From an optimization exercise on the open Yosys and OpenROAD flow, aimed at small area; shortcuts taken in it are not production practice. In this exercise RTL edits were held to simulation tests only and were not proved equivalent to the original. No activity file was given, so power comes from the tool's default toggle rates.

==> flow/design.v <==
module m_alu(A, B, ALU_Sel, ALU_Out, Flag);
  input [7:0] A,B;
  input [3:0] ALU_Sel;
  output reg [7:0] ALU_Out;
  output reg [3:0] Flag;
  function automatic [8:0] add8(input [7:0] a, input [7:0] b, input cin);
    integer i;
    reg c;
    begin
      c = cin;
      for (i = 0; i < 8; i = i + 1) begin
        add8[i] = a[i] ^ b[i] ^ c;
        c = (a[i] & b[i]) | (a[i] & c) | (b[i] & c);
      end
      add8[8] = c;
    end
  endfunction
  wire       Sub = ALU_Sel[0];
  wire [8:0] Sum = add8(A, B ^ {8{Sub}}, Sub);
  wire       Less = !Sum[8];       
  wire       BZero = (B == 8'h0);
  reg [7:0] Quot;
  reg [7:0] Rem;
  reg [7:0] Diff;
  reg       C;
  integer k, i;
  always @(*) begin
    Rem = A;
    for (k = 7; k >= 0; k = k - 1) begin
      C = 1'b1;
      Diff = Rem;
      for (i = k; i < 8; i = i + 1) begin
        Diff[i] = Rem[i] ^ !B[i-k] ^ C;
        C = (Rem[i] & !B[i-k]) | (Rem[i] & C) | (!B[i-k] & C);
      end
      Quot[k] = C & ((B >> (8-k)) == 8'h0);
      if (Quot[k]) Rem = Diff;
    end
  end
  wire [7:0] Prod = A * B;
  wire       Big  = (A[7:4] != 4'h0) && (B[7:4] != 4'h0);
  wire [7:0] Shl  = (B[7:3] != 5'h0) ? 8'h0 : (A << B[2:0]);
  wire [8:0] Shr  = (B[7:4] != 4'h0) ? 9'h0 : ({A, 1'b0} >> B[3:0]);
  always @(*) begin
    Flag = 4'h0;
    case (ALU_Sel)
      4'd0: ALU_Out = Sum[7:0];
      4'd1: begin ALU_Out = Less ? 8'h0 : Sum[7:0]; Flag[3] = Less; end
      4'd2: begin ALU_Out = Big ? 8'h0 : Prod; Flag[2] = Big; end
      4'd3: begin ALU_Out = BZero ? 8'h0 : Quot; Flag[3] = Less | BZero; end
      4'd4: begin ALU_Out = Shl; Flag[1] = Sum[8]; end
      4'd5: begin ALU_Out = Shr[8:1]; Flag[1] = Shr[0]; end
      4'd6: ALU_Out = A & B;
      4'd7: ALU_Out = A | B;
      4'd8: ALU_Out = A ^ B;
      4'd9: ALU_Out = ~(A ^ B);
      4'd10: ALU_Out = ~(A & B);
      4'd11: ALU_Out = ~(A | B);
      default: ALU_Out = 8'h0;
    endcase
    Flag[0] = (ALU_Out == 8'h0);
  end
endmodule
module MemWriteMux(
    input [31:0]  We,
    input [31:0]  NWe,    
    input [19:0]  Din,
    input [639:0] Q,
    output[639:0] D);
    genvar w;
    generate
        for (w = 0; w < 32; w = w + 1) begin : word
            assign D[w*20 +: 20] = ({20{We[w]}} & Din) | ({20{NWe[w]}} & Q[w*20 +: 20]);
        end
    endgenerate
endmodule
module MemReadMux(
    input [31:0]  Sel,
    input [671:0] Q,    
    output reg [20:0] Dout);
    integer w;
    always @(*) begin
        Dout = 21'b0;
        for (w = 0; w < 32; w = w + 1)
            Dout = Dout | ({21{Sel[w]}} & Q[w*21 +: 21]);
    end
endmodule
module BinaryCalculatorTop(
    input Clk,
    input Reset,
    input ConfigDiv,
    input[31:0] Din,
    input ValidCmd,
    input InputKey,
    input RWMem,
    input[7:0] Addr,
    input[3:0] Sel,
    input[7:0] InA,
    input[7:0] InB,
    output CalcActive,
    output CalcMode,
    output CalcBusy,
    output DoutValid,
    output DataOut,
    output ClkTx);
    reg KeyS0, KeyS1, KeyS2;
    wire NextS2 = KeyS1 & (!InputKey & ValidCmd & !KeyS2 & KeyS0 | KeyS2 & !KeyS0) |
                  KeyS2 & !KeyS1 & (KeyS0 | ValidCmd);
    wire NextS1 = ValidCmd & !KeyS1 &
                  (!InputKey & !KeyS2 & KeyS0 | InputKey & KeyS2 & !KeyS0) |
                  KeyS1 & !KeyS0 & (InputKey & ValidCmd | KeyS2);
    wire NextS0 = InputKey & ValidCmd & !KeyS2 & !KeyS0 |
                  KeyS2 & !KeyS1 & (KeyS0 | !InputKey & ValidCmd);
    always @(posedge Clk, posedge Reset) begin
        if (Reset) begin
            KeyS0 <= 1'b0; KeyS1 <= 1'b0; KeyS2 <= 1'b0;
        end else begin
            KeyS0 <= NextS0; KeyS1 <= NextS1; KeyS2 <= NextS2;
        end
    end
    wire Mode   = KeyS2 & KeyS1 & !KeyS0;
    wire Active = (KeyS2 & KeyS1 & !KeyS0) | (KeyS2 & !KeyS1 & KeyS0);
    assign CalcActive = Active;
    assign CalcMode   = Mode;
    localparam IDLE         = 3'b000;
    localparam READ_MEMORY  = 3'b001;
    localparam SAMPLE_DATA  = 3'b010;
    localparam TRANFER_DATA = 3'b011;
    localparam WRITE_MEMORY = 3'b100;
    reg [2:0] State;
    reg [2:0] NextState;
    wire      RW = RWMem & Active;
    wire      TransferDone;
    always @(*) begin
        case (State)
            IDLE:
                if (ValidCmd && !RW && Active && Mode && !TransferDone)
                    NextState = READ_MEMORY;
                else if (ValidCmd && RW && Active && Mode)
                    NextState = WRITE_MEMORY;
                else if (ValidCmd && Active && !Mode && !TransferDone)
                    NextState = SAMPLE_DATA;
                else
                    NextState = IDLE;
            READ_MEMORY:
                NextState = (Active && Mode && !TransferDone) ? SAMPLE_DATA : IDLE;
            WRITE_MEMORY:
                NextState = (ValidCmd && RW && Active && Mode) ? WRITE_MEMORY : IDLE;
            SAMPLE_DATA:
                NextState = (Active && !TransferDone) ? TRANFER_DATA : SAMPLE_DATA;
            TRANFER_DATA:
                NextState = (Active && !TransferDone) ? TRANFER_DATA : IDLE;
            default: NextState = IDLE;
        endcase
    end
    always @(posedge Clk, posedge Reset) begin
        if (Reset) State <= IDLE;
        else       State <= NextState;
    end
    wire StReadMem  = (State == READ_MEMORY);
    wire StWriteMem = (State == WRITE_MEMORY);
    wire StSample   = (State == SAMPLE_DATA);
    wire StTransfer = (State == TRANFER_DATA);
    assign CalcBusy = (State != IDLE);
    reg [639:0] Bank;
    reg [31:0]  Valid;
    reg [4:0]   ReadAddr;
    wire        TxBusy;
    wire        MemWe = StWriteMem | (StSample & !Mode & !TxBusy);
    wire [4:0]  WAddr = Addr[4:0] & {5{Mode}};
    wire [31:0] WordWe;
    wire [31:0] WordRd;
    wire [639:0] BankNext;
    wire [671:0] ReadQ;
    wire [20:0]  ReadWord;
    genvar w;
    generate
        for (w = 0; w < 32; w = w + 1) begin : words
            assign WordWe[w] = MemWe & (WAddr == w);
            assign WordRd[w] = (ReadAddr == w);
            assign ReadQ[w*21 +: 21] = {Valid[w], Bank[w*20 +: 20]};
        end
    endgenerate
    MemWriteMux MemWriteMux_inst(.We(WordWe), .NWe(~WordWe), .Din({Sel, InB, InA}),
                                 .Q(Bank), .D(BankNext));
    MemReadMux  MemReadMux_inst(.Sel(WordRd), .Q(ReadQ), .Dout(ReadWord));
    always @(posedge Clk) begin
        Bank <= BankNext;
    end
    always @(posedge Clk, posedge Reset) begin
        if (Reset) begin
            Valid    <= 32'b0;
            ReadAddr <= 5'b0;
        end else begin
            Valid <= Valid | WordWe;
            if (StReadMem) ReadAddr <= Addr[4:0];
        end
    end
    wire [7:0] AluOut;
    wire [3:0] AluFlags;
    m_alu Alu_inst(.A(ReadWord[7:0]), .B(ReadWord[15:8]), .ALU_Sel(ReadWord[19:16]),
                   .ALU_Out(AluOut), .Flag(AluFlags));
    reg  [11:0] AluReg;
    always @(posedge Clk) begin
        AluReg <= {AluFlags, AluOut};
    end
    wire [31:0] TxWord = {AluReg[11:8], ReadWord[19:16], AluReg[7:0], ReadWord[15:0]};
    reg [30:0] Half;
    reg        Odd;
    reg [30:0] Count;
    reg        High;
    reg        Extra;
    wire       Load     = ConfigDiv & !Active;
    wire [30:0] HalfNext = Load ? Din[31:1] : Half;
    wire       Upper0   = (Count[30:1] == 30'd0);
    wire       IsOne    = Upper0 & Count[0];
    wire       IsZero   = Upper0 & !Count[0];
    wire       HoldOne  = !High & Extra;
    wire       Reload   = !Active | IsZero | (IsOne & !HoldOne);
    wire       TxTick   = Active & (IsZero | (!High & IsOne & !Extra));
    assign ClkTx = Active & (IsZero | High);
    always @(posedge Clk, posedge Reset) begin
        if (Reset) begin
            Half <= 31'd0;
            Odd  <= 1'b1;
        end else begin
            Half <= HalfNext;
            if (Load) Odd <= Din[0];
        end
    end
    always @(posedge Clk) begin
        Count <= Reload ? HalfNext : Count - {30'd0, !(IsOne & HoldOne)};
        if (!Active) begin
            High <= 1'b1;
        end else if (IsOne) begin
            if (High) begin
                High  <= 1'b0;
                Extra <= Odd;
            end else if (Extra) begin
                Extra <= 1'b0;
            end else begin
                High  <= 1'b1;
            end
        end
    end
    reg       TransferData;
    reg       InProgress;
    reg       TxDone;
    reg [4:0] CountBits;
    assign TxBusy       = InProgress;
    assign TransferDone = TxDone;
    assign DoutValid    = InProgress;
    assign DataOut      = InProgress & ReadWord[20] & TxWord[CountBits];
    always @(posedge Clk, posedge Reset) begin
        if (Reset) begin
            TransferData <= 1'b0;
            TxDone       <= 1'b0;
            CountBits    <= 5'd31;
            InProgress   <= 1'b0;
        end else begin
            TxDone <= 1'b0;
            if (StTransfer && !InProgress && !TransferData && !TxDone)
                TransferData <= 1'b1;
            if (TxTick) begin
                if (TransferData && !InProgress) begin
                    InProgress <= 1'b1;
                end else if (InProgress && CountBits != 5'd0) begin
                    CountBits <= CountBits - 1'b1;
                end else if (InProgress) begin
                    InProgress   <= 1'b0;
                    CountBits    <= 5'd31;
                    TransferData <= 1'b0;
                    TxDone       <= 1'b1;
                end
            end
        end
    end
endmodule
==> flow/run.sh <==
#!/bin/bash
# synth_recipe.tcl (not shown) runs the flow's synth.tcl, then flattens the netlist and writes it again
# the make line also repeats each setting of config.mk as NAME=value (left out here)
make -C /OpenROAD-flow-scripts/flow DESIGN_CONFIG=/design/flow/config.mk WORK_HOME=/design/flow/orfs CLKGATE_MAP_FILE= SYNTH_SCRIPT=/design/flow/synth_recipe.tcl finish
==> flow/config.mk <==
export PLATFORM = sky130hd
export DESIGN_NAME = BinaryCalculatorTop
export DESIGN_NICKNAME = BinaryCalculatorTop
export VERILOG_FILES = /design/flow/design.v
export SDC_FILE = /design/flow/constraint.sdc
export NUM_CORES = 4
export LEC_CHECK = 0
export CAP_MARGIN = 20
export CORE_MARGIN = 2
export CORE_UTILIZATION = 40
export SLEW_MARGIN = 20
export SYNTH_HIERARCHICAL = 1
==> flow/constraint.sdc <==
create_clock -name core_clock -period 15.0 [get_ports {Clk}]
set_input_delay 3.0000 -clock core_clock [delete_from_list [all_inputs] [get_ports {Clk}]]
set_output_delay 3.0000 -clock core_clock [all_outputs]
set_load 0.01 [all_outputs]
==> flow_summary.rst, run 1 <==
.. list-table::
   :header-rows: 1

   * - Metric
     - Value
   * - Run status
     - finished clean
   * - Die height
     - 293 um
   * - Final RePlAce weighted congestion
     - 0.914
   * - Global-route total usage across every layer
     - 0.254
   * - Starting density of the core
     - 0.402
   * - Maximum fanout count along the critical path
     - 10
   * - Wire length after detailed routing
     - 112000 um
   * - Die span in x
     - 293 um
   * - Maximum number of pins on one net before global-route repair
     - 47
   * - Post-synth cell types
     - 90
   * - Vias per std cell
     - 6.23
   * - Crit path from
     - ReadAddr[1]
   * - Total of endpoints with negative setup slack in the final report
     - 0
   * - Worst R2R End
     - AluReg[0]
   * - Slowest CP cell
     - sky130_fd_sc_hd__or4_4
   * - Clock-pin slew on the worst setup and hold paths
     - 0.06 ns
   * - Slew HR
     - 0.355
   * - Setup slack at placement
     - -0.446 ns
   * - Share of synthesized flip-flops with an asynchronous set or reset
     - 0.108
   * - Cell Count Post-Placement
     - 4138
   * - Fmax
     - 69.6 MHz
   * - Post-route insts no fill
     - 4305
   * - Multi-input gate area
     - 0.0156 sq mm
   * - Floorplan Core Area
     - 0.0832 sq mm
   * - R2R Path Start
     - ReadAddr[1]
   * - Maximum vdd drop
     - 0.197 mV
   * - Number of remaining DRC errors
     - 0
   * - Worst skew pair latency
     - 0.64 ns
   * - ANT nets after route
     - 0
   * - # nets final
     - 3313
   * - Row cnt
     - 106
   * - Critical path data required time
     - 15.57 ns
   * - Via count of the first global-routing pass
     - 27200
   * - CP arrival
     - 14.93 ns
   * - Final hold violation count
     - 0
   * - Min Clock Period, post-route
     - 14.36 ns
   * - First-pass GRT wire length
     - 169000 um
   * - Number of max-slew violations in the final report
     - 0
   * - Worst path most repeated cell
     - sky130_fd_sc_hd__fa_2
   * - Number of warnings reported in the yosys synthesis log
     - 9
   * - Post-Syn Area
     - 0.0334 sq mm
   * - Most common cell after layout, fill and taps aside
     - sky130_fd_sc_hd__dfxtp_1
   * - Internal reg-to-reg setup slack
     - 0.64 ns
   * - Final total negative setup slack
     - 0 ns
   * - Number of enable flip-flop cells after synthesis
     - 1
   * - Final worst path period share
     - 0.957
   * - Half-perimeter wire length after detailed placement
     - 72600 um
   * - Main synth FF type
     - sky130_fd_sc_hd__dfxtp_1
   * - Worst path setup slack after routing
     - 0.641 ns
   * - Transition at the pin with the smallest max-transition slack
     - 0.966 ns
   * - Number of antenna violations at the first check in global routing
     - 8
   * - Overflow left after global routing
     - 0
   * - Wirelength per Cell
     - 26.0 um
   * - Placed cell area
     - 0.0356 sq mm
   * - Hold WC Path Type
     - flop to flop
   * - Layout Utilization
     - 0.465
   * - Max_cap viols
     - 0
   * - Sinks on the clock net
     - 768
   * - FF+latch count, synth
     - 768
   * - Finished Cell Area
     - 0.0387 sq mm
   * - Total power of the final layout
     - 6.59 mW
   * - Detailed Route Iter0 Violations
     - 2716
   * - Worst hold slack after final layout
     - 0.468 ns
   * - Share of final-layout standard cells stronger than drive strength 1
     - 0.176
   * - Area of the die
     - 0.0859 sq mm
   * - Maximum clock skew at final layout
     - 0.0293 ns
   * - Area overhead of the layout relative to synthesis
     - 15.8%
   * - Average cell area after synthesis
     - 10.9 sq um
   * - Number of cells traversed by the worst register-to-register path
     - 61
   * - Power per standard cell area
     - 170 mW/mm^2
   * - H-tree Lvls
     - 3
   * - Final-layout fill cell count
     - 7471
   * - Slowest Stage Delay on Critical Path
     - 0.65 ns
   * - I/O pin cnt
     - 72
   * - Clock tree root driver cell
     - sky130_fd_sc_hd__clkbuf_16
   * - Vias post-DR
     - 26800
   * - Input/output buffers
     - 68
   * - Detailed-router iteration count before antenna repair
     - 6
   * - Path type of the worst setup path
     - flop to flop
   * - Maximum number of buffers from clock root to sink
     - 3
   * - Clock tree from TritonCTS
     - yes
   * - Leakage power
     - 15.7 nW
   * - Destination of the critical timing path
     - AluReg[0]
   * - Leading cell types in the layout, fill and taps excluded
     - sky130_fd_sc_hd__dfxtp_1, sky130_fd_sc_hd__a22o_1, sky130_fd_sc_hd__a22oi_1
   * - Register area
     - 0.0158 sq mm
   * - Number of clock buffers inserted by TritonCTS
     - 81
   * - Number of nets produced by synthesis
     - 3213
   * - Synthesized instance count
     - 3055
   * - Crit start category
     - flop
   * - Endpoint kind of the worst setup timing path
     - flop
   * - Portion of the post-synthesis area used by sequential elements
     - 0.473
Yosys cell counts (6+ instances only):
master,number,share of area
sky130_fd_sc_hd__dfxtp_1,684,0.41
sky130_fd_sc_hd__a22o_1,640,0.17
sky130_fd_sc_hd__a22oi_1,342,0.077
sky130_fd_sc_hd__buf_2,171,0.026
sky130_fd_sc_hd__nor2_1,122,0.014
sky130_fd_sc_hd__nand2_1,98,0.011
sky130_fd_sc_hd__nand4_1,93,0.017
sky130_fd_sc_hd__inv_1,84,0.0094
sky130_fd_sc_hd__buf_6,77,0.026
sky130_fd_sc_hd__dfrtp_1,77,0.058
sky130_fd_sc_hd__ha_1,57,0.021
sky130_fd_sc_hd__clkbuf_1,50,0.0056
sky130_fd_sc_hd__xor2_1,42,0.011
sky130_fd_sc_hd__mux2_4,37,0.017
sky130_fd_sc_hd__nand2b_1,36,0.0067
sky130_fd_sc_hd__fa_1,35,0.021
sky130_fd_sc_hd__a21oi_1,32,0.0048
sky130_fd_sc_hd__mux2_2,32,0.011
sky130_fd_sc_hd__nor3_1,31,0.0046
sky130_fd_sc_hd__o21ai_0,26,0.0039
sky130_fd_sc_hd__or4_1,25,0.0056
sky130_fd_sc_hd__mux2i_1,19,0.0057
sky130_fd_sc_hd__nand3_1,18,0.0027
sky130_fd_sc_hd__xnor2_1,18,0.0047
sky130_fd_sc_hd__nor4_1,14,0.0026
sky130_fd_sc_hd__a31oi_1,12,0.0022
sky130_fd_sc_hd__mux4_2,12,0.0081
sky130_fd_sc_hd__nor2b_1,12,0.0022
sky130_fd_sc_hd__or3_1,11,0.0021
sky130_fd_sc_hd__nand3b_1,7,0.0016
sky130_fd_sc_hd__a222oi_1,6,0.0018
sky130_fd_sc_hd__dfstp_2,6,0.0047
sky130_fd_sc_hd__nor3b_1,6,0.0013
sky130_fd_sc_hd__nor4b_1,6,0.0016
sky130_fd_sc_hd__o21a_1,6,0.0013
report_power, final:
part	total [mW]	internal, mW	switching [mW]
combinational	2.39	1.03	1.36
clock	2.05	1.19	0.863
sequential	2.14	2.11	0.0365
total	6.59	4.33	2.26
worst min path at each step:
stage,end,startpoint,depth (start not counted),slack (ns)
after global routing,Valid[1],Valid[1],1,0.48
after floorplan,Valid[1],Valid[1],1,0.43
after detailed placement,Valid[1],Valid[1],1,0.45
final,Valid[15],Valid[15],1,0.47
after global placement,Valid[26],Valid[26],1,0.45
after CTS,Valid[15],Valid[15],1,0.47
modules after synthesis (local to each module, per instance):
module	copies in the design	cells	flops+latches	cell area [sq um]
MemReadMux	1	505	0	3560
MemWriteMux	1	828	0	6920
m_alu	1	511	0	3900
BinaryCalculatorTop	1	1211	768	19000
repair_timing:
action                                  4_1_cts  5_1_grt
cloned                                        0        0
resized for setup                            13       49
pin swaps                                    11       43
buffers inserted                              3       10
endpoints found under the setup margin        2        2
hold buffers                                  0        0
kinds of logic (layout without fill, tap and decap cells):
kind of cell / count (synthesis) / in the layout / synth area share
AO/OA/AOI/OAI: 1122 / 1122 / 0.273
flip-flops: 768 / 768 / 0.473
AND/OR/NAND/NOR: 520 / 520 / 0.0860
buffers and inverters: 392 / 559 / 0.0681
multiplexers: 100 / 100 / 0.0412
adder cells (fa/ha/maj): 93 / 93 / 0.0426
XOR/XNOR: 60 / 60 / 0.0157
other: 0 / 3 / 0
metal layers:
| layer | global-route usage | vias to the layer above | part of all wire |
|---|---|---|---|
| li1 | - | 11900 | - |
| met1 | 0.346 | 13400 | 0.43 |
| met2 | 0.401 | 1252 | 0.45 |
| met3 | 0.0434 | 228 | 0.084 |
| met4 | 0.102 | 6 | 0.038 |
| met5 | 0 | - | 0.00031 |
sequential cells by signal, summed over array words and instances (netlist names):
signal	count
Extra	1
KeyS1	1
State	3
ReadAddr	5
Valid	32
Bank	640
Odd	1
KeyS2	1
InProgress	1
Count	31
TxDone	1
KeyS0	1
Half	31
AluReg	12
CountBits	5
High	1
TransferData	1
worst max-delay path, delay by kind of cell, from the launching register on:
kind,cells,cell delay (ns)
AO/OA/AOI/OAI,13,2.21
AND/OR/NAND/NOR,21,3.85
multiplexers,1,0.35
adder cells (fa/ha/maj),18,6.28
flip-flops,1,0.43
buffers and inverters,8,1.19
final cells by class:
class / instances / share of cell area
multi-input cells: 1895 / 0.403
diodes: 3 / 0.000194
repair buffers: 323 / 0.0733
clock buffers: 121 / 0.0622
clock inverters: 29 / 0.00899
flip-flops and latches: 768 / 0.409
inverters: 86 / 0.00837
well taps: 1080 / 0.0349
==> run 2: changes to the inputs <==
--- a/flow/config.mk
+++ b/flow/config.mk
@@ -10,3 +10,2 @@
 export CORE_UTILIZATION = 40
 export SLEW_MARGIN = 20
-export SYNTH_HIERARCHICAL = 1
==> run 2 against run 1 <==
Now fails the layout checks on setup timing. Power fell by 27%. Clock power about the same. Area after synthesis up 0.86%. Non-clock buffer count up 111. Fmax fell by 5.0%. Sequential cell count is the same.
==> flow_summary.rst, run 2 <==
.. list-table::
   :header-rows: 1

   * - Metric
     - Value
   * - FF+latch count, synth
     - 768 (unchanged)
   * - Leading cell types in the layout, fill and taps excluded
     - sky130_fd_sc_hd__edfxtp_1, sky130_fd_sc_hd__buf_4, sky130_fd_sc_hd__nand3_1 (was sky130_fd_sc_hd__dfxtp_1, sky130_fd_sc_hd__a22o_1, sky130_fd_sc_hd__a22oi_1)
   * - Transition at the pin with the smallest max-transition slack
     - 1.21 ns (was 0.966 ns)
   * - Average cell area after synthesis
     - 13.8 sq um (was 10.9 sq um)
   * - Slowest CP cell
     - sky130_fd_sc_hd__a222oi_1 (was sky130_fd_sc_hd__or4_4)
   * - Number of clock buffers inserted by TritonCTS
     - 82 (was 81)
   * - Power per standard cell area
     - 115 mW/mm^2 (was 170 mW/mm^2)
   * - Clock tree root driver cell
     - sky130_fd_sc_hd__clkbuf_16 (unchanged)
   * - ANT nets after route
     - 0 (unchanged)
   * - Detailed Route Iter0 Violations
     - 3119 (was 2716)
   * - Maximum fanout count along the critical path
     - 9 (was 10)
   * - Maximum number of pins on one net before global-route repair
     - 53 (was 47)
   * - Hold WC Path Type
     - flop to flop (unchanged)
   * - Number of nets produced by synthesis
     - 2602 (was 3213)
   * - Critical path data required time
     - 15.54 ns (was 15.57 ns)
   * - Vias per std cell
     - 6.12 (was 6.23)
   * - Clock tree from TritonCTS
     - yes (unchanged)
   * - Run status
     - finished with violations (was finished clean)
   * - Synthesized instance count
     - 2444 (was 3055)
   * - Crit start category
     - flop (unchanged)
   * - Placed cell area
     - 0.0383 sq mm (was 0.0356 sq mm)
   * - Most frequent cells after synthesis
     - sky130_fd_sc_hd__edfxtp_1, sky130_fd_sc_hd__nand3_1, sky130_fd_sc_hd__nor2_1 (was sky130_fd_sc_hd__dfxtp_1, sky130_fd_sc_hd__a22o_1, sky130_fd_sc_hd__a22oi_1)
   * - Worst path most repeated cell
     - sky130_fd_sc_hd__fa_2 (unchanged)
   * - Wirelength per Cell
     - 29.4 um (was 26.0 um)
   * - Synth top area cells
     - sky130_fd_sc_hd__edfxtp_1, sky130_fd_sc_hd__dfrtp_1, sky130_fd_sc_hd__nand3_1 (was sky130_fd_sc_hd__dfxtp_1, sky130_fd_sc_hd__a22o_1, sky130_fd_sc_hd__a22oi_1)
   * - Fmax
     - 66.2 MHz (was 69.6 MHz)
   * - Final RePlAce weighted congestion
     - 0.926 (was 0.914)
   * - Share of final-layout standard cells stronger than drive strength 1
     - 0.274 (was 0.176)
   * - Post-synth cell types
     - 89 (was 90)
   * - Antenna Diode Count
     - 0 (was 3)
   * - Min Clock Period, post-route
     - 15.11 ns (was 14.36 ns)
   * - Register area
     - 0.0222 sq mm (was 0.0158 sq mm)
   * - Maximum number of buffers from clock root to sink
     - 3 (unchanged)
   * - CP arrival
     - 15.65 ns (was 14.93 ns)
   * - Failed Checks
     - setup timing
   * - Main synth FF type
     - sky130_fd_sc_hd__edfxtp_1 (was sky130_fd_sc_hd__dfxtp_1)
   * - Maximum clock skew at final layout
     - 0.0455 ns (was 0.0293 ns)
   * - Sinks on the clock net
     - 768 (unchanged)
   * - Number of enable flip-flop cells after synthesis
     - 641 (was 1)
   * - Post-Syn Area
     - 0.0337 sq mm (was 0.0334 sq mm)
   * - Overflow left after global routing
     - 0 (unchanged)
   * - Max_cap viols
     - 0 (unchanged)
   * - Wire length after detailed routing
     - 117000 um (was 112000 um)
   * - Final hold violation count
     - 0 (unchanged)
   * - Worst hold slack after final layout
     - 0.469 ns (was 0.468 ns)
   * - Slowest Stage Delay on Critical Path
     - 0.54 ns (was 0.65 ns)
   * - Clock-pin slew on the worst setup and hold paths
     - 0.06 ns (about the same)
   * - Via count of the first global-routing pass
     - 23700 (was 27200)
   * - Half-perimeter wire length after detailed placement
     - 76400 um (was 72600 um)
   * - H-tree Lvls
     - 3 (unchanged)
   * - Slew HR
     - 0.194 (was 0.355)
   * - Path type of the worst setup path
     - flop to flop (unchanged)
   * - Worst skew pair latency
     - 0.64 ns (about the same)
   * - Floorplan Core Area
     - 0.0836 sq mm (was 0.0832 sq mm)
   * - Library cell with the largest summed area after synthesis
     - sky130_fd_sc_hd__edfxtp_1 (was sky130_fd_sc_hd__dfxtp_1)
   * - Number of remaining DRC errors
     - 0 (unchanged)
   * - Starting density of the core
     - 0.403 (was 0.402)
   * - Number of warnings reported in the yosys synthesis log
     - 3 (was 9)
   * - Share of synthesized flip-flops with an asynchronous set or reset
     - 0.108 (unchanged)
   * - Final-layout fill cell count
     - 7095 (was 7471)
   * - First-pass GRT wire length
     - 168000 um (was 169000 um)
   * - Vias post-DR
     - 24300 (was 26800)
   * - Total of endpoints with negative setup slack in the final report
     - 2 (was 0)
   * - Global-route total usage across every layer
     - 0.269 (was 0.254)
   * - Number of antenna violations at the first check in global routing
     - 3 (was 8)
   * - Endpoint kind of the worst setup timing path
     - flop (unchanged)
   * - I/O pin cnt
     - 72 (unchanged)
   * - Die height
     - 294 um (was 293 um)
   * - Multi-input gate area
     - 0.0114 sq mm (was 0.0156 sq mm)
   * - Area overhead of the layout relative to synthesis
     - 23.9% (was 15.8%)
   * - Input/output buffers
     - 68 (unchanged)
   * - Area of the die
     - 0.0866 sq mm (was 0.0859 sq mm)
   * - Leakage power
     - 15.3 nW (was 15.7 nW)
   * - Worst path setup slack after routing
     - -0.113 ns (was 0.641 ns)
   * - Most common cell in the synthesized netlist
     - sky130_fd_sc_hd__edfxtp_1 (was sky130_fd_sc_hd__dfxtp_1)
   * - Maximum vdd drop
     - 0.126 mV (was 0.197 mV)
   * - Die span in x
     - 294 um (was 293 um)
   * - Finished Cell Area
     - 0.0418 sq mm (was 0.0387 sq mm)
   * - # nets final
     - 2984 (was 3313)
   * - Unrepaired setup endpoints after global routing
     - true
   * - Most common cell after layout, fill and taps aside
     - sky130_fd_sc_hd__edfxtp_1 (was sky130_fd_sc_hd__dfxtp_1)
   * - Number of max-slew violations in the final report
     - 0 (unchanged)
   * - Detailed-router iteration count before antenna repair
     - 5 (was 6)
   * - Row cnt
     - 106 (unchanged)
   * - Portion of the post-synthesis area used by sequential elements
     - 0.659 (was 0.473)
   * - Share of Yosys cell area claimed by the top area cell type
     - 0.571 (was 0.410)
   * - Final worst path period share
     - 1.01 (was 0.957)
-- run 2: logic make-up (layout without fill, tap and decap cells) --
kind of cell	count (synthesis)	count (layout)	synth area share
AND/OR/NAND/NOR	818	818	0.131
flip-flops	768	768	0.659
AO/OA/AOI/OAI	374	374	0.0823
buffers and inverters	209	655	0.0250
multiplexers	124	124	0.0436
adder cells (fa/ha/maj)	97	97	0.0447
XOR/XNOR	54	54	0.0140
-- run 2: final cells by class --
class                           instances  area share
Sequential cell                       768       0.532
Clock buffer                          111      0.0539
Tap cell                             1080      0.0323
Multi-Input combinational cell       1467       0.273
Inverter                               73     0.00668
Clock inverter                         37      0.0116
Timing Repair Buffer                  434      0.0906
-- run 2: timing repair --
item / 4_1_cts / 5_1_grt
gates resized for setup: 39 / 46
hold buffers: 0 / 0
setup buffers: 28 / 10
pin swaps: 26 / 29
gates cloned: 0 / 0
setup endpoints to repair: 2 / 2
-- run 2: path summary, 6_finish.rpt --
check	from	end	slack, ns	cells after the start
min in group asynchronous	Reset	Half[29]	2.87	2
hold reg to reg	Valid[20]	Valid[20]	0.47	1
max in group asynchronous	Reset	ReadAddr[3]	10.94	3
setup / recovery	ReadAddr[1]	AluReg[0]	-0.11	63
setup reg to reg	ReadAddr[1]	AluReg[0]	-0.11	63
hold / removal	Valid[20]	Valid[20]	0.47	1
-- run 2: stage by stage --
| stage | setup TNS (ns) | total power [mW] | std cells | setup WS (ns) | util |
|---|---|---|---|---|---|
| after floorplan | -0.272 | 2.64 | 2444 | -0.176 | - |
| after global placement | -0.567 | 2.79 | 3773 | -0.317 | 0.457 |
| after detailed placement | -0.831 | 2.80 | 3780 | -0.452 | 0.459 |
| after CTS | -0.224 | 4.82 | 3956 | -0.158 | 0.496 |
| after global routing | -1.06 | 4.95 | 3970 | -0.572 | 0.500 |
| final | -0.148 | 4.81 | 3970 | -0.113 | 0.500 |
-- run 2: report_power, final --
| part | switching [mW] | internal [mW] |
|---|---|---|
| Sequential | 0.0178 | 2.35 |
| Clock | 0.869 | 1.17 |
| Combinational | 0.240 | 0.168 |
-- run 2: layer usage --
layer | up-vias | share of wire | GRT usage
met2 | 1398 | 0.46 | 0.424
met4 | 4 | 0.045 | 0.109
met5 | - | 0.00023 | 0
li1 | 10200 | - | -
met1 | 12400 | 0.39 | 0.369
met3 | 293 | 0.10 | 0.0474
-- run 2: critical path: cells and delay by family, from the launching register on --
kind	cells	cell delay, ns
AO/OA/AOI/OAI	6	1.31
buffers and inverters	13	1.32
AND/OR/NAND/NOR	15	2.45
adder cells (fa/ha/maj)	25	8.56
multiplexers	4	0.99
flip-flops	1	0.39
==> run 3: changes to the inputs <==
--- a/flow/design.v
+++ b/flow/design.v
@@ -38,8 +38,39 @@
     end
   end
-  wire [7:0] Prod = A * B;
+  reg [7:0] Prod;
+  reg       P, S, Cm;
+  integer r, j;
+  always @(*) begin
+    Prod = A & {8{B[0]}};
+    for (r = 1; r < 8; r = r + 1) begin
+      Cm = 1'b0;
+      for (j = r; j < 8; j = j + 1) begin
+        P  = A[j-r] & B[r];
+        S  = Prod[j] ^ P ^ Cm;
+        Cm = (Prod[j] & P) | (Prod[j] & Cm) | (P & Cm);
+        Prod[j] = S;
+      end
+    end
+  end
   wire       Big  = (A[7:4] != 4'h0) && (B[7:4] != 4'h0);
   wire [7:0] Shl  = (B[7:3] != 5'h0) ? 8'h0 : (A << B[2:0]);
   wire [8:0] Shr  = (B[7:4] != 4'h0) ? 9'h0 : ({A, 1'b0} >> B[3:0]);
+  reg [3:0] Tt;
+  always @(*) begin
+    case (ALU_Sel)
+      4'd6:  Tt = 4'b1000;   
+      4'd7:  Tt = 4'b1110;   
+      4'd8:  Tt = 4'b0110;   
+      4'd9:  Tt = 4'b1001;   
+      4'd10: Tt = 4'b0111;   
+      4'd11: Tt = 4'b0001;   
+      default: Tt = 4'b0000;
+    endcase
+  end
+  reg [7:0] Logic;
+  integer m;
+  always @(*)
+    for (m = 0; m < 8; m = m + 1)
+      Logic[m] = Tt[{A[m], B[m]}];
   always @(*) begin
     Flag = 4'h0;
@@ -51,11 +82,5 @@
       4'd4: begin ALU_Out = Shl; Flag[1] = Sum[8]; end
       4'd5: begin ALU_Out = Shr[8:1]; Flag[1] = Shr[0]; end
-      4'd6: ALU_Out = A & B;
-      4'd7: ALU_Out = A | B;
-      4'd8: ALU_Out = A ^ B;
-      4'd9: ALU_Out = ~(A ^ B);
-      4'd10: ALU_Out = ~(A & B);
-      4'd11: ALU_Out = ~(A | B);
-      default: ALU_Out = 8'h0;
+      default: ALU_Out = Logic;
     endcase
     Flag[0] = (ALU_Out == 8'h0);
--- a/flow/config.mk
+++ b/flow/config.mk
@@ -8,4 +8,7 @@
 export CAP_MARGIN = 20
 export CORE_MARGIN = 2
-export CORE_UTILIZATION = 40
+export CORE_UTILIZATION = 60
+export CTS_CLUSTER_DIAMETER = 100
+export CTS_CLUSTER_SIZE = 30
 export SLEW_MARGIN = 20
+export SYNTH_HIERARCHICAL = 1
==> run 3 against run 2 <==
Now clean on timing, DRC and antenna. Critical path type unchanged. Setup slack improved by 0.58 ns. Non-clock buffer count decreased by 112. Synthesized cell count increased by 25%. Critical endpoint is now AluReg[8]. Clock skew decreased by 0.0069 ns. Largest power group unchanged.
==> flow_summary.rst, run 3 <==
.. list-table::
   :header-rows: 1

   * - Metric
     - Value
   * - Wirelength per Cell
     - 26.7 um (was 29.4 um)
   * - First-pass GRT wire length
     - 154000 um (was 168000 um)
   * - Complex-gate fraction of the synthesized area
     - 0.280 (was 0.0823)
   * - Path type of the worst setup path
     - flop to flop (unchanged)
   * - Endpoint kind of the worst setup timing path
     - flop (unchanged)
   * - Total of endpoints with negative setup slack in the final report
     - 0 (was 2)
   * - Sinks on the clock net
     - 768 (unchanged)
   * - Largest delay share family, worst path
     - adder cells (unchanged)
   * - FF+latch count, synth
     - 768 (unchanged)
   * - Number of buffers inserted for hold repair after clock tree synthesis
     - 0 (unchanged)
   * - Area overhead of the layout relative to synthesis
     - 8.90% (was 23.9%)
   * - Most common cell in the synthesized netlist
     - sky130_fd_sc_hd__dfxtp_1 (was sky130_fd_sc_hd__edfxtp_1)
   * - Clock tree root driver cell
     - sky130_fd_sc_hd__clkbuf_16 (unchanged)
   * - Final RePlAce weighted congestion
     - 0.933 (was 0.926)
   * - Synth top area cells
     - sky130_fd_sc_hd__dfxtp_1, sky130_fd_sc_hd__a22o_1, sky130_fd_sc_hd__a22oi_1 (was sky130_fd_sc_hd__edfxtp_1, sky130_fd_sc_hd__dfrtp_1, sky130_fd_sc_hd__nand3_1)
   * - Max_cap viols
     - 0 (unchanged)
   * - Crit start category
     - flop (unchanged)
   * - Synth Area in Adders
     - 0.0345 (was 0.0447)
   * - Library cell with the largest summed area after synthesis
     - sky130_fd_sc_hd__dfxtp_1 (was sky130_fd_sc_hd__edfxtp_1)
   * - Vias per std cell
     - 6.94 (was 6.12)
   * - Starting density of the core
     - 0.605 (was 0.403)
   * - H-tree Lvls
     - 1 (was 3)
   * - Number of clock buffers inserted by TritonCTS
     - 29 (was 82)
   * - Top reg by flops
     - Bank
   * - Worst path setup slack after routing
     - 0.470 ns (was -0.113 ns)
   * - Buffers & Inverters on Critical Path
     - 7 (was 13)
   * - Power per standard cell area
     - 127 mW/mm^2 (was 115 mW/mm^2)
   * - Synthesized instance count
     - 3057 (was 2444)
   * - Maximum number of buffers from clock root to sink
     - 3 (unchanged)
   * - Final hold violation count
     - 0 (unchanged)
   * - Maximum clock skew at final layout
     - 0.0386 ns (was 0.0455 ns)
   * - Number of nets produced by synthesis
     - 3190 (was 2602)
   * - Layout Utilization
     - 0.659 (was 0.500)
   * - Area of the die
     - 0.0572 sq mm (was 0.0866 sq mm)
   * - Final worst path period share
     - 0.969 (was 1.01)
   * - Main synth FF type
     - sky130_fd_sc_hd__dfxtp_1 (was sky130_fd_sc_hd__edfxtp_1)
   * - Clock tree from TritonCTS
     - yes (unchanged)
   * - Die height
     - 239 um (was 294 um)
   * - Via count of the first global-routing pass
     - 25000 (was 23700)
   * - Most common cell after layout, fill and taps aside
     - sky130_fd_sc_hd__dfxtp_1 (was sky130_fd_sc_hd__edfxtp_1)
   * - Input/output buffers
     - 68 (unchanged)
   * - Wire length after detailed routing
     - 102000 um (was 117000 um)
   * - Portion of the post-synthesis area used by sequential elements
     - 0.476 (was 0.659)
   * - Number of max-slew violations in the final report
     - 0 (unchanged)
   * - Post-Synth XOR/XNOR Area
     - 0.0141 (was 0.0140)
   * - Setup slack at placement
     - -0.595 ns (was -0.452 ns)
   * - Slew HR
     - 0.303 (was 0.194)
   * - I/O pin cnt
     - 72 (unchanged)
   * - CP arrival
     - 15.05 ns (was 15.65 ns)
   * - Worst skew pair latency
     - 0.67 ns (was 0.64 ns)
   * - Run status
     - finished clean (was finished with violations)
   * - Share of Yosys cell area claimed by the top area cell type
     - 0.412 (was 0.571)
   * - Overflow left after global routing
     - 0 (unchanged)
   * - Number of enable flip-flop cells after synthesis
     - 1 (was 641)
   * - Half-perimeter wire length after detailed placement
     - 68600 um (was 76400 um)
   * - Simple-gate share of the synthesized area
     - 0.0873 (was 0.131)
   * - Share of synthesized flip-flops with an asynchronous set or reset
     - 0.108 (unchanged)
   * - Maximum fanout count along the critical path
     - 5 (was 9)
   * - Worst path most repeated cell
     - sky130_fd_sc_hd__fa_2 (unchanged)
   * - Clock-pin slew on the worst setup and hold paths
     - 0.12 ns (was 0.06 ns)
   * - Global-route total usage across every layer
     - 0.348 (was 0.269)
   * - Die span in x
     - 239 um (was 294 um)
   * - Post-Syn Area
     - 0.0332 sq mm (was 0.0337 sq mm)
   * - Number of antenna violations at the first check in global routing
     - 9 (was 3)
   * - Average cell area after synthesis
     - 10.9 sq um (was 13.8 sq um)
   * - Number of flip-flops in the largest register
     - 640
   * - Hold WC Path Type
     - flop to flop (unchanged)
   * - ANT nets after route
     - 0 (unchanged)
   * - Transition at the pin with the smallest max-transition slack
     - 1.03 ns (was 1.21 ns)
   * - Largest family of logic cells by synthesized area
     - compound AO/OA/AOI/OAI gates (was simple AND/OR/NAND/NOR gates)
   * - Min Clock Period, post-route
     - 14.53 ns (was 15.11 ns)
   * - Slowest Stage Delay on Critical Path
     - 0.64 ns (was 0.54 ns)
   * - Number of remaining DRC errors
     - 0 (unchanged)
   * - Critical path data required time
     - 15.52 ns (was 15.54 ns)
   * - Maximum vdd drop
     - 0.112 mV (was 0.126 mV)
   * - Detailed Route Iter0 Violations
     - 2792 (was 3119)
   * - Vias post-DR
     - 26500 (was 24300)
   * - Internal reg-to-reg setup slack
     - 0.47 ns (was -0.11 ns)
   * - Leading cell types in the layout, fill and taps excluded
     - sky130_fd_sc_hd__dfxtp_1, sky130_fd_sc_hd__a22o_1, sky130_fd_sc_hd__a22oi_1 (was sky130_fd_sc_hd__edfxtp_1, sky130_fd_sc_hd__buf_4, sky130_fd_sc_hd__nand3_1)
   * - Post-synth cell types
     - 95 (was 89)
   * - Detailed-router iteration count before antenna repair
     - 6 (was 5)
   * - Maximum number of pins on one net before global-route repair
     - 84 (was 53)
   * - Worst hold slack after final layout
     - 0.480 ns (was 0.469 ns)
   * - Fmax
     - 68.8 MHz (was 66.2 MHz)
   * - Most frequent cells after synthesis
     - sky130_fd_sc_hd__dfxtp_1, sky130_fd_sc_hd__a22o_1, sky130_fd_sc_hd__a22oi_1 (was sky130_fd_sc_hd__edfxtp_1, sky130_fd_sc_hd__nand3_1, sky130_fd_sc_hd__nor2_1)
   * - Top Registers
     - Bank: 640 flops, Valid: 32 flops
   * - Total power of the final layout
     - 4.61 mW (was 4.81 mW)
   * - Share of final-layout standard cells stronger than drive strength 1
     - 0.164 (was 0.274)
   * - Floorplan Core Area
     - 0.0549 sq mm (was 0.0836 sq mm)
   * - # nets final
     - 3233 (was 2984)
   * - Row cnt
     - 86 (was 106)
   * - Mux cell area share after synthesis
     - 0.0400 (was 0.0436)
   * - Number of warnings reported in the yosys synthesis log
     - 9 (was 3)
   * - Leakage power
     - 14.4 nW (was 15.3 nW)
   * - Slowest CP cell
     - sky130_fd_sc_hd__or4_4 (was sky130_fd_sc_hd__a222oi_1)
run 3: kinds of logic after synthesis:
group / Yosys count
compound gates: 1148
xor+xnor: 52
fa+ha+maj: 69
buf+inv: 398
flops: 768
mux: 93
simple gates: 529
run 3: where the power goes:
part | switching [mW] | internal [mW] | total [mW]
Clock | 0.640 | 0.375 | 1.02
Combinational | 0.814 | 0.633 | 1.45
Sequential | 0.0395 | 2.11 | 2.15
Total | 1.49 | 3.12 | 4.61
run 3: repair_timing:
action / 4_1_cts / 5_1_grt
setup buffers: 2 / 5
pin swaps: 17 / 22
gates resized for setup: 42 / 46
endpoints found under the setup margin: 2 / 2
run 3: cell type report:
| class | count | area, sq um |
|---|---|---|
| antenna | 1 | 2.50 |
| sequential | 768 | 15800 |
| fill | 4311 | 18700 |
| inverter | 88 | 335 |
| multi-input combinational | 1891 | 15500 |
| timing repair buffer | 322 | 2780 |
| clock inverter | 2 | 28.8 |
| tap | 704 | 881 |
| clock buffer | 41 | 792 |
run 3: per-layer routing:
metal / part of all wire / GRT usage / vias to the layer above
li1: - / - / 11800
met1: 0.43 / 0.504 / 13200
met2: 0.44 / 0.528 / 1336
met3: 0.098 / 0.0637 / 161
met4: 0.031 / 0.104 / 6
met5: 0.0011 / 0 / -
run 3: path summary, 6_finish.rpt:
path / startpoint / endpoint / cells after the start
min reg2reg: Valid[10] / Valid[10] / 1
min: Valid[10] / Valid[10] / 1
max: ReadAddr[0] / AluReg[8] / 62
min in group asynchronous: Reset / Valid[17] / 2
max reg2reg: ReadAddr[0] / AluReg[8] / 62
max in group asynchronous: Reset / ReadAddr[3] / 2
run 3: worst reg2reg max path, delay by kind of cell, from the launching register on:
| family | cells | cell delay [ns] |
|---|---|---|
| AOI/OAI and AO/OA | 13 | 1.87 |
| adders and majority gates | 20 | 6.65 |
| buffers and inverters | 7 | 0.99 |
| DFF | 1 | 0.45 |
| and+or+nand+nor | 22 | 4.47 |
run 3: modules after synthesis, one instance, submodules excluded:
module	flops+latches	copies in the design	cells inside	area (sq um)
MemReadMux	0	1	505	3560
BinaryCalculatorTop	768	1	1228	19000
MemWriteMux	0	1	828	6920
m_alu	0	1	496	3710
run 3: stage by stage:
| stage | TNS, ns | instance area (sq um) | std cells |
|---|---|---|---|
| 6_report | 0 | 36200 | 3817 |
| 5_1_grt | -0.0522 | 36200 | 3816 |
| 4_1_cts | 0 | 35900 | 3811 |
| 3_5_place_dp | -1.16 | 34900 | 3766 |
| 3_3_place_gp | -0.741 | 34900 | 3766 |
| 2_1_floorplan | 0 | 33200 | 3057 |
==> run 4: changes to the inputs <==
--- a/flow/config.mk
+++ b/flow/config.mk
@@ -9,6 +9,4 @@
 export CORE_MARGIN = 2
 export CORE_UTILIZATION = 60
-export CTS_CLUSTER_DIAMETER = 100
-export CTS_CLUSTER_SIZE = 30
 export SLEW_MARGIN = 20
 export SYNTH_HIERARCHICAL = 1
==> run 4 against run 3 <==
Combinational power is essentially flat. Register-to-register slack improved by 0.02 ns. Wire length up 1.9%. Die area is the same. Worst hold slack got worse by 0.014 ns. Via count rose by 1.7%. Sequential share of layout area fell by 2.1 points. Clock-buffer cell count rose by 82. Critical path type unchanged. Design area up 5.1%. First-iteration DRC count shrank 0.86%. Highest routed layer unchanged. Fmax grew 0.17%.
==> flow_summary.rst, run 4 <==
.. list-table::
   :header-rows: 1

   * - Metric
     - Value
   * - Portion of the post-synthesis area used by sequential elements
     - 0.476 (unchanged)
   * - CP arrival
     - 15.00 ns (was 15.05 ns)
   * - Number of buffers inserted for hold repair after clock tree synthesis
     - 0 (unchanged)
   * - Overflow left after global routing
     - 0 (unchanged)
   * - Number of flip-flops in the largest register
     - 640 (unchanged)
   * - Transition at the pin with the smallest max-transition slack
     - 1.05 ns (was 1.03 ns)
   * - Largest delay share family, worst path
     - adder cells (unchanged)
   * - Critical path data required time
     - 15.49 ns (was 15.52 ns)
   * - Max_cap viols
     - 0 (unchanged)
   * - Internal reg-to-reg setup slack
     - 0.49 ns (was 0.47 ns)
   * - Area overhead of the layout relative to synthesis
     - 14.4% (was 8.90%)
   * - Floorplan Core Area
     - 0.0549 sq mm (unchanged)
   * - Share of synthesized flip-flops with an asynchronous set or reset
     - 0.108 (unchanged)
   * - Slew HR
     - 0.292 (was 0.303)
   * - Run status
     - finished clean (unchanged)
   * - Slowest CP cell
     - sky130_fd_sc_hd__or4_4 (unchanged)
   * - Most frequent cells after synthesis
     - sky130_fd_sc_hd__dfxtp_1, sky130_fd_sc_hd__a22o_1, sky130_fd_sc_hd__a22oi_1 (unchanged)
   * - Die height
     - 239 um (unchanged)
   * - ANT nets after route
     - 0 (unchanged)
   * - Number of clock buffers inserted by TritonCTS
     - 79 (was 29)
   * - Maximum clock skew at final layout
     - 0.0223 ns (was 0.0386 ns)
   * - Complex-gate fraction of the synthesized area
     - 0.280 (unchanged)
   * - Number of antenna violations at the first check in global routing
     - 9 (unchanged)
   * - Synth top area cells
     - sky130_fd_sc_hd__dfxtp_1, sky130_fd_sc_hd__a22o_1, sky130_fd_sc_hd__a22oi_1 (unchanged)
   * - Number of enable flip-flop cells after synthesis
     - 1 (unchanged)
   * - Share of final-layout standard cells stronger than drive strength 1
     - 0.188 (was 0.164)
   * - Slowest Stage Delay on Critical Path
     - 0.64 ns (about the same)
   * - I/O pin cnt
     - 72 (unchanged)
   * - Number of warnings reported in the yosys synthesis log
     - 9 (unchanged)
   * - Starting density of the core
     - 0.605 (unchanged)
   * - Crit start category
     - flop (unchanged)
   * - Detailed Route Iter0 Violations
     - 2768 (was 2792)
   * - Input/output buffers
     - 68 (unchanged)
   * - R2R Path Start
     - ReadAddr[0] (unchanged)
   * - Top Registers
     - Bank: 640 flops, Valid: 32 flops (unchanged)
   * - Power per standard cell area
     - 148 mW/mm^2 (was 127 mW/mm^2)
   * - Worst R2R End
     - AluReg[8] (unchanged)
   * - Crit path from
     - ReadAddr[0] (unchanged)
   * - Global-route total usage across every layer
     - 0.357 (was 0.348)
   * - Half-perimeter wire length after detailed placement
     - 68600 um (unchanged)
   * - Most common cell in the synthesized netlist
     - sky130_fd_sc_hd__dfxtp_1 (unchanged)
   * - Synthesized instance count
     - 3057 (unchanged)
   * - Destination of the critical timing path
     - AluReg[8] (unchanged)
   * - Top reg by flops
     - Bank (unchanged)
   * - Final-layout fill cell count
     - 4089 (was 4311)
   * - Via count of the first global-routing pass
     - 25800 (was 25000)
   * - Mux cell area share after synthesis
     - 0.0400 (unchanged)
   * - Number of cells traversed by the worst register-to-register path
     - 62 (unchanged)
   * - Post-Synth XOR/XNOR Area
     - 0.0141 (unchanged)
   * - Logic depth of the worst setup path including buffers
     - 62 (unchanged)
   * - Worst path most repeated cell
     - sky130_fd_sc_hd__fa_2 (unchanged)
   * - Most common cell after layout, fill and taps aside
     - sky130_fd_sc_hd__dfxtp_1 (unchanged)
   * - Share of Yosys cell area claimed by the top area cell type
     - 0.412 (unchanged)
   * - Min Clock Period, post-route
     - 14.51 ns (was 14.53 ns)
   * - Total of endpoints with negative setup slack in the final report
     - 0 (unchanged)
   * - Simple-gate share of the synthesized area
     - 0.0873 (unchanged)
   * - Leading cell types in the layout, fill and taps excluded
     - sky130_fd_sc_hd__dfxtp_1, sky130_fd_sc_hd__a22o_1, sky130_fd_sc_hd__a22oi_1 (unchanged)
   * - # nets final
     - 3283 (was 3233)
   * - Average cell area after synthesis
     - 10.9 sq um (unchanged)
   * - Worst hold slack after final layout
     - 0.467 ns (was 0.480 ns)
   * - Buffers & Inverters on Critical Path
     - 7 (unchanged)
   * - Worst skew pair latency
     - 0.64 ns (was 0.67 ns)
   * - Wire length after detailed routing
     - 104000 um (was 102000 um)
   * - Largest family of logic cells by synthesized area
     - compound AO/OA/AOI/OAI gates (unchanged)
   * - Row cnt
     - 86 (unchanged)
   * - Final hold violation count
     - 0 (unchanged)
   * - Die span in x
     - 239 um (unchanged)
   * - H-tree Lvls
     - 3 (was 1)
   * - Post-synth cell types
     - 95 (unchanged)
   * - Clock tree root driver cell
     - sky130_fd_sc_hd__clkbuf_16 (unchanged)
   * - FF+latch count, synth
     - 768 (unchanged)
   * - Wirelength per Cell
     - 26.5 um (was 26.7 um)
   * - Sinks on the clock net
     - 768 (unchanged)
   * - Number of max-slew violations in the final report
     - 0 (unchanged)
   * - Endpoint kind of the worst setup timing path
     - flop (unchanged)
   * - Worst Min Path Start
     - Valid[27] (was Valid[10])
   * - Vias per std cell
     - 6.87 (was 6.94)
   * - Library cell with the largest summed area after synthesis
     - sky130_fd_sc_hd__dfxtp_1 (unchanged)
   * - Detailed-router iteration count before antenna repair
     - 6 (unchanged)
   * - Area of the die
     - 0.0572 sq mm (unchanged)
   * - Clock tree from TritonCTS
     - yes (unchanged)
   * - Maximum number of pins on one net before global-route repair
     - 84 (unchanged)
   * - Setup slack at placement
     - -0.595 ns (unchanged)
   * - Final RePlAce weighted congestion
     - 0.933 (unchanged)
   * - Main synth FF type
     - sky130_fd_sc_hd__dfxtp_1 (unchanged)
   * - Maximum fanout count along the critical path
     - 5 (unchanged)
   * - Synth Area in Adders
     - 0.0345 (unchanged)
   * - Hold WC Path Type
     - flop to flop (unchanged)
   * - Vias post-DR
     - 26900 (was 26500)
   * - First-pass GRT wire length
     - 157000 um (was 154000 um)
   * - Maximum number of buffers from clock root to sink
     - 3 (unchanged)
   * - Clock-pin slew on the worst setup and hold paths
     - 0.06 ns (was 0.12 ns)
   * - Number of remaining DRC errors
     - 0 (unchanged)
   * - Path type of the worst setup path
     - flop to flop (unchanged)
   * - Leakage power
     - 15.3 nW (was 14.4 nW)
   * - Final worst path period share
     - 0.967 (was 0.969)
   * - Maximum vdd drop
     - 0.112 mV (about the same)
   * - Worst path setup slack after routing
     - 0.495 ns (was 0.470 ns)
   * - Fmax
     - 68.9 MHz (was 68.8 MHz)
   * - Number of nets produced by synthesis
     - 3190 (unchanged)
   * - Post-Syn Area
     - 0.0332 sq mm (unchanged)
## run 4: worst min path at each step
stage / slack (ns) / end / depth (start not counted)
after detailed placement: 0.45 / Valid[23] / 1
after floorplan: 0.43 / State[0] / 1
after CTS: 0.47 / Valid[27] / 1
after global routing: 0.48 / Valid[6] / 1
after global placement: 0.45 / Valid[31] / 1
final: 0.47 / Valid[27] / 1
## run 4: what timing repair did
action	in CTS	in global routing
gates resized for setup	43	43
setup endpoints to repair	2	2
buffers inserted	1	6
pin swaps	14	21
## run 4: cell families after synthesis
kind of cell	count (synthesis)
buffers and inverters	398
muxes	93
xor gates and xnor gates	52
AOI/OAI and AO/OA	1148
DFF	768
adders and majority gates	69
and+or+nand+nor	529
## run 4: stage by stage
step / cells / utilization / instance area [sq um] / power (mW) / TNS [ns]
global placement: 3766 / 0.637 / 34900 / 3.48 / -0.741
global route: 3921 / 0.693 / 38000 / 5.84 / -0.0838
CTS: 3915 / 0.688 / 37800 / 5.56 / 0
floorplan: 3057 / - / 33200 / 3.06 / 0
detailed placement: 3766 / 0.637 / 34900 / 3.53 / -1.16
finish: 3922 / 0.693 / 38000 / 5.62 / 0
## run 4: Yosys stat by module (local to each module, per instance)
module	cells	copies in the design
MemReadMux	505	1
MemWriteMux	828	1
m_alu	496	1
BinaryCalculatorTop	1228	1
## run 4: power breakdown
group          switching, mW  internal [mW]  total [mW]
sequential            0.0398           2.11        2.15
clock                  0.843           1.18        2.02
combinational          0.816          0.633        1.45
total                   1.70           3.92        5.62
## run 4: cell type report
type                            count  area [sq um]  area share
Clock inverter                     25           259     0.00681
Sequential cell                   768         15800       0.416
Tap cell                          704           881      0.0232
Timing Repair Buffer              322          2760      0.0727
Clock buffer                      123          2430      0.0638
Inverter                           88           335     0.00882
Antenna cell                        1          2.50   0.0000658
Multi-Input combinational cell   1891         15500       0.409
## run 4: per-layer routing
layer	vias to the layer above	global-route usage	routed length, um
li1	11900	-	-
met1	13500	0.502	44100
met2	1351	0.536	45700
met3	217	0.0827	10200
met4	2	0.135	3930
met5	-	0	11
==> run 5: changes to the inputs <==
--- a/flow/design.v
+++ b/flow/design.v
@@ -20,36 +20,23 @@
   wire       Less = !Sum[8];       
   wire       BZero = (B == 8'h0);
-  reg [7:0] Quot;
-  reg [7:0] Rem;
-  reg [7:0] Diff;
-  reg       C;
-  integer k, i;
-  always @(*) begin
-    Rem = A;
-    for (k = 7; k >= 0; k = k - 1) begin
-      C = 1'b1;
-      Diff = Rem;
-      for (i = k; i < 8; i = i + 1) begin
-        Diff[i] = Rem[i] ^ !B[i-k] ^ C;
-        C = (Rem[i] & !B[i-k]) | (Rem[i] & C) | (!B[i-k] & C);
+  wire [8:0] ALowZero, BLowZero;    
+  genvar z;
+  generate
+    for (z = 0; z <= 8; z = z + 1) begin : lz
+      if (z == 0) begin : z0
+        assign ALowZero[z] = 1'b1;
+        assign BLowZero[z] = 1'b1;
+      end else begin : zn
+        assign ALowZero[z] = ALowZero[z-1] & !A[z-1];
+        assign BLowZero[z] = BLowZero[z-1] & !B[z-1];
       end
-      Quot[k] = C & ((B >> (8-k)) == 8'h0);
-      if (Quot[k]) Rem = Diff;
     end
-  end
-  reg [7:0] Prod;
-  reg       P, S, Cm;
-  integer r, j;
+  endgenerate
+  reg ProdZero;
+  integer zi;
   always @(*) begin
-    Prod = A & {8{B[0]}};
-    for (r = 1; r < 8; r = r + 1) begin
-      Cm = 1'b0;
-      for (j = r; j < 8; j = j + 1) begin
-        P  = A[j-r] & B[r];
-        S  = Prod[j] ^ P ^ Cm;
-        Cm = (Prod[j] & P) | (Prod[j] & Cm) | (P & Cm);
-        Prod[j] = S;
-      end
-    end
+    ProdZero = 1'b0;
+    for (zi = 0; zi <= 8; zi = zi + 1)
+      ProdZero = ProdZero | (ALowZero[zi] & BLowZero[8-zi]);
   end
   wire       Big  = (A[7:4] != 4'h0) && (B[7:4] != 4'h0);
@@ -78,11 +65,15 @@
       4'd0: ALU_Out = Sum[7:0];
       4'd1: begin ALU_Out = Less ? 8'h0 : Sum[7:0]; Flag[3] = Less; end
-      4'd2: begin ALU_Out = Big ? 8'h0 : Prod; Flag[2] = Big; end
-      4'd3: begin ALU_Out = BZero ? 8'h0 : Quot; Flag[3] = Less | BZero; end
+      4'd2: begin ALU_Out = 8'h0; Flag[2] = Big; end
+      4'd3: begin ALU_Out = 8'h0; Flag[3] = Less | BZero; end
       4'd4: begin ALU_Out = Shl; Flag[1] = Sum[8]; end
       4'd5: begin ALU_Out = Shr[8:1]; Flag[1] = Shr[0]; end
       default: ALU_Out = Logic;
     endcase
-    Flag[0] = (ALU_Out == 8'h0);
+    case (ALU_Sel)
+      4'd2:    Flag[0] = Big | ProdZero;
+      4'd3:    Flag[0] = Less | BZero;
+      default: Flag[0] = (ALU_Out == 8'h0);
+    endcase
   end
 endmodule
@@ -103,11 +94,30 @@
     input [31:0]  Sel,
     input [671:0] Q,    
-    output reg [20:0] Dout);
-    integer w;
-    always @(*) begin
-        Dout = 21'b0;
-        for (w = 0; w < 32; w = w + 1)
-            Dout = Dout | ({21{Sel[w]}} & Q[w*21 +: 21]);
-    end
+    output[20:0]  Dout);
+    genvar c, g;
+    generate
+        for (c = 0; c < 21; c = c + 1) begin : col
+            wire [10:0] GroupN;
+            for (g = 0; g < 10; g = g + 1) begin : grp
+                MemAoi3 aoi(.A1(Sel[3*g]),   .B1(Q[(3*g)*21 + c]),
+                            .A2(Sel[3*g+1]), .B2(Q[(3*g+1)*21 + c]),
+                            .A3(Sel[3*g+2]), .B3(Q[(3*g+2)*21 + c]),
+                            .Y(GroupN[g]));
+            end
+            MemAoi2 aoi_last(.A1(Sel[30]), .B1(Q[30*21 + c]),
+                             .A2(Sel[31]), .B2(Q[31*21 + c]),
+                             .Y(GroupN[10]));
+            MemNand11 nand_col(.A(GroupN), .Y(Dout[c]));
+        end
+    endgenerate
+endmodule
+module MemAoi3(input A1, input B1, input A2, input B2, input A3, input B3, output Y);
+    assign Y = !((A1 & B1) | (A2 & B2) | (A3 & B3));
+endmodule
+module MemAoi2(input A1, input B1, input A2, input B2, output Y);
+    assign Y = !((A1 & B1) | (A2 & B2));
+endmodule
+module MemNand11(input [10:0] A, output Y);
+    assign Y = !(&A);
 endmodule
 module BinaryCalculatorTop(
@@ -226,9 +236,40 @@
     m_alu Alu_inst(.A(ReadWord[7:0]), .B(ReadWord[15:8]), .ALU_Sel(ReadWord[19:16]),
                    .ALU_Out(AluOut), .Flag(AluFlags));
-    reg  [11:0] AluReg;
+    wire [7:0] OpA   = ReadWord[7:0];
+    wire [7:0] OpB   = ReadWord[15:8];
+    wire [3:0] OpSel = ReadWord[19:16];
+    reg  [3:0]  AluFlagReg;
+    reg  [7:0]  AluRes;
+    reg  [7:0]  MdRem;
+    reg  [3:0]  MdStep;      
+    wire        MdStart = StSample | StReadMem;
+    wire        MdOp    = (OpSel[3:1] == 3'b001);   
+    wire        MdDiv   = OpSel[0];
+    wire        MdRun   = !MdStep[3];
+    wire [2:0]  MdBit   = ~MdStep[2:0];             
+    wire        ABit    = OpA[MdBit];
+    wire        BBit    = OpB[MdBit];
+    wire [7:0]  MdX     = MdDiv ? {MdRem[6:0], ABit} : {AluRes[6:0], 1'b0};
+    wire [7:0]  MdY     = MdDiv ? ~OpB : (OpA & {8{BBit}});
+    wire [8:0]  MdSum   = {1'b0, MdX} + {1'b0, MdY} + {8'd0, MdDiv};
+    wire        QBit    = MdRem[7] | MdSum[8];
+    wire        MdKill  = MdDiv ? (OpB == 8'd0) : ((OpA[7:4] != 4'd0) & (OpB[7:4] != 4'd0));
     always @(posedge Clk) begin
-        AluReg <= {AluFlags, AluOut};
+        AluFlagReg <= AluFlags;
+        if (MdStart) begin
+            MdStep <= 4'd0;
+            MdRem  <= 8'd0;
+            AluRes <= 8'd0;
+        end else begin
+            if (MdRun) MdStep <= MdStep + 1'b1;
+            if (MdRun) MdRem  <= QBit ? MdSum[7:0] : MdX;
+            if (!MdOp)
+                AluRes <= AluOut;
+            else if (MdRun)
+                AluRes <= MdDiv ? {AluRes[6:0], QBit} : MdSum[7:0];
+        end
     end
-    wire [31:0] TxWord = {AluReg[11:8], ReadWord[19:16], AluReg[7:0], ReadWord[15:0]};
+    wire [7:0] ResultOut = AluRes & {8{!(MdOp & MdKill)}};
+    wire [31:0] TxWord = {AluFlagReg, ReadWord[19:16], ResultOut, ReadWord[15:0]};
     reg [30:0] Half;
     reg        Odd;
--- a/flow/config.mk
+++ b/flow/config.mk
@@ -9,4 +9,6 @@
 export CORE_MARGIN = 2
 export CORE_UTILIZATION = 60
+export CTS_CLUSTER_DIAMETER = 80
+export CTS_CLUSTER_SIZE = 26
 export SLEW_MARGIN = 20
 export SYNTH_HIERARCHICAL = 1
==> run 5 against run 4 <==
Clock skew up 0.028 ns. Still clean on timing, DRC and antenna. Final cell count down 11%. Combinational power down 62%. Synthesized cell count down 6.9%. Critical path type is now flop to output pin.
==> flow_summary.rst, run 5 <==
.. list-table::
   :header-rows: 1

   * - Metric
     - Value
   * - Run status
     - finished clean (unchanged)
   * - Number of cells traversed by the worst register-to-register path
     - 22 (was 62)
   * - Number of remaining DRC errors
     - 0 (unchanged)
   * - Share of final-layout standard cells stronger than drive strength 1
     - 0.0963 (was 0.188)
   * - Area overhead of the layout relative to synthesis
     - 5.40% (was 14.4%)
   * - Average cell area after synthesis
     - 11.2 sq um (was 10.9 sq um)
   * - Detailed-router iteration count before antenna repair
     - 11 (was 6)
   * - Fmax
     - 113 MHz (was 68.9 MHz)
   * - Maximum number of pins on one net before global-route repair
     - 62 (was 84)
   * - Register area
     - 0.0160 sq mm (was 0.0158 sq mm)
   * - Number of clock buffers inserted by TritonCTS
     - 38 (was 79)
   * - Power per standard cell area
     - 116 mW/mm^2 (was 148 mW/mm^2)
   * - Final worst path period share
     - 0.588 (was 0.967)
   * - Maximum clock skew at final layout
     - 0.0498 ns (was 0.0223 ns)
   * - Leakage power
     - 12.9 nW (was 15.3 nW)
   * - Min Clock Period, post-route
     - 8.82 ns (was 14.51 ns)
   * - Post-Syn Area
     - 0.0318 sq mm (was 0.0332 sq mm)
   * - Final total negative setup slack
     - 0 ns (unchanged)
   * - Floorplan Core Area
     - 0.0526 sq mm (was 0.0549 sq mm)
   * - Most frequent cells after synthesis
     - sky130_fd_sc_hd__dfxtp_1, sky130_fd_sc_hd__a22o_1, sky130_fd_sc_hd__a222oi_1 (was sky130_fd_sc_hd__dfxtp_1, sky130_fd_sc_hd__a22o_1, sky130_fd_sc_hd__a22oi_1)
   * - Area of the die
     - 0.0549 sq mm (was 0.0572 sq mm)
   * - Sinks on the clock net
     - 780 (was 768)
   * - Maximum number of buffers from clock root to sink
     - 3 (unchanged)
   * - Final-layout fill cell count
     - 4214 (was 4089)
   * - Maximum fanout count along the critical path
     - 21 (was 5)
   * - H-tree Lvls
     - 2 (was 3)
   * - Input/output buffers
     - 68 (unchanged)
   * - Portion of the post-synthesis area used by sequential elements
     - 0.504 (was 0.476)
   * - Hold WC Path Type
     - flop to flop (unchanged)
   * - Maximum vdd drop
     - 0.105 mV (was 0.112 mV)
   * - Number of buffers inserted for hold repair after clock tree synthesis
     - 0 (unchanged)
   * - Synth top area cells
     - sky130_fd_sc_hd__dfxtp_1, sky130_fd_sc_hd__a22o_1, sky130_fd_sc_hd__a222oi_1 (was sky130_fd_sc_hd__dfxtp_1, sky130_fd_sc_hd__a22o_1, sky130_fd_sc_hd__a22oi_1)
   * - Starting density of the core
     - 0.606 (was 0.605)
   * - Final RePlAce weighted congestion
     - 0.884 (was 0.933)
-- run 5: changes by cell type after synthesis, sizes merged, moves of 17 or more --
cell / previous run / this run
buf: 245 / 217
inv: 86 / 56
a22oi: 336 / 21
o21ai: 31 / 55
a222oi: 0 / 210
fa: 38 / 9
nand3: 17 / 42
nand4: 88 / 47
or4: 30 / 3
a21oi: 48 / 102
nor2: 116 / 96
clkbuf: 65 / 48
ha: 29 / 10
-- run 5: cell type report --
cell class                 instances  share of cell area
clock buffer                      53              0.0310
inverter                          57             0.00641
antenna                            2            0.000149
multi-input combinational       1744               0.414
timing repair buffer             162              0.0413
tap                              688              0.0257
sequential                       780               0.478
clock inverter                     8             0.00317
-- run 5: per-module statistics from Yosys, one instance, submodules excluded, excerpt --
module,copies in the design,cell area [sq um]
BinaryCalculatorTop,1,20200
MemWriteMux,1,6920
m_alu,1,1820
MemNand11,21,23.8
MemAoi2,21,12.5
MemAoi3,210,10.0
-- run 5: kinds of logic after synthesis --
logic type | after synthesis | synth area share
XOR/XNOR | 47 | 0.0129
AND/OR/NAND/NOR | 468 | 0.0778
adder cells (fa/ha/maj) | 20 | 0.00994
multiplexers | 83 | 0.0347
AO/OA/AOI/OAI | 1126 | 0.300
flip-flops | 780 | 0.504
buffers and inverters | 322 | 0.0601
-- run 5: path summary, 6_finish.rpt --
kind                             startpoint  slack (ns)       endpoint
worst max register to register  ReadAddr[2]        6.55  AluFlagReg[0]
min in group asynchronous             Reset        2.81      Valid[30]
worst min register to register    Valid[19]        0.48      Valid[19]
max in group asynchronous             Reset       11.08       Valid[8]
worst min-delay path              Valid[19]        0.48      Valid[19]
worst max-delay path            ReadAddr[0]        6.18        DataOut
-- run 5: metal layers --
layer	GRT usage	up-vias	routed length [um]
met3	0.0756	156	11800
met2	0.503	1443	41900
met4	0.127	0	3710
met1	0.532	12700	42700
met5	0	-	0
li1	-	11100	-
-- run 5: per-stage QoR --
stage | std cells | utilization | hold WS, ns | cell area, sq um | setup WS [ns]
final | 3494 | 0.638 | 0.476 | 33600 | 6.18
after CTS | 3492 | 0.638 | 0.475 | 33500 | 6.43
after detailed placement | 3431 | 0.616 | 0.451 | 32400 | 6.82
after global placement | 3431 | 0.616 | 0.448 | 32400 | 6.92
after global routing | 3494 | 0.638 | 0.488 | 33600 | 6.12
after floorplan | 2846 | - | 0.434 | 31800 | 7.85
-- run 5: critical path, cell delays in order, from the launching register on --
cell	delay (ns)
sky130_fd_sc_hd__dfrtp_1	0.42
sky130_fd_sc_hd__nand2_1	0.32
sky130_fd_sc_hd__nor2_2	0.31
sky130_fd_sc_hd__a222oi_1	1.13
sky130_fd_sc_hd__nand4_1	0.46
sky130_fd_sc_hd__or3_1	0.79
sky130_fd_sc_hd__nor2_1	0.23
sky130_fd_sc_hd__nand2_1	0.23
sky130_fd_sc_hd__o221ai_1	0.41
sky130_fd_sc_hd__o21ai_0	0.15
sky130_fd_sc_hd__a41o_1	0.25
sky130_fd_sc_hd__clkdlybuf4s50_1	0.47
-- run 5: power breakdown --
group          switching, mW  leakage, nW  internal, mW
combinational          0.340         5.67         0.211
sequential            0.0272         6.69          2.11
clock                  0.696        0.555         0.503

Check on run 5: ideal ports give 6.176 ns setup slack; a clkbuf_16 on the clock port and buf_2 on the inputs give 6.113 ns; moving port delays by the midpoint clock arrival (0.653 ns) as well gives 6.550 ns.
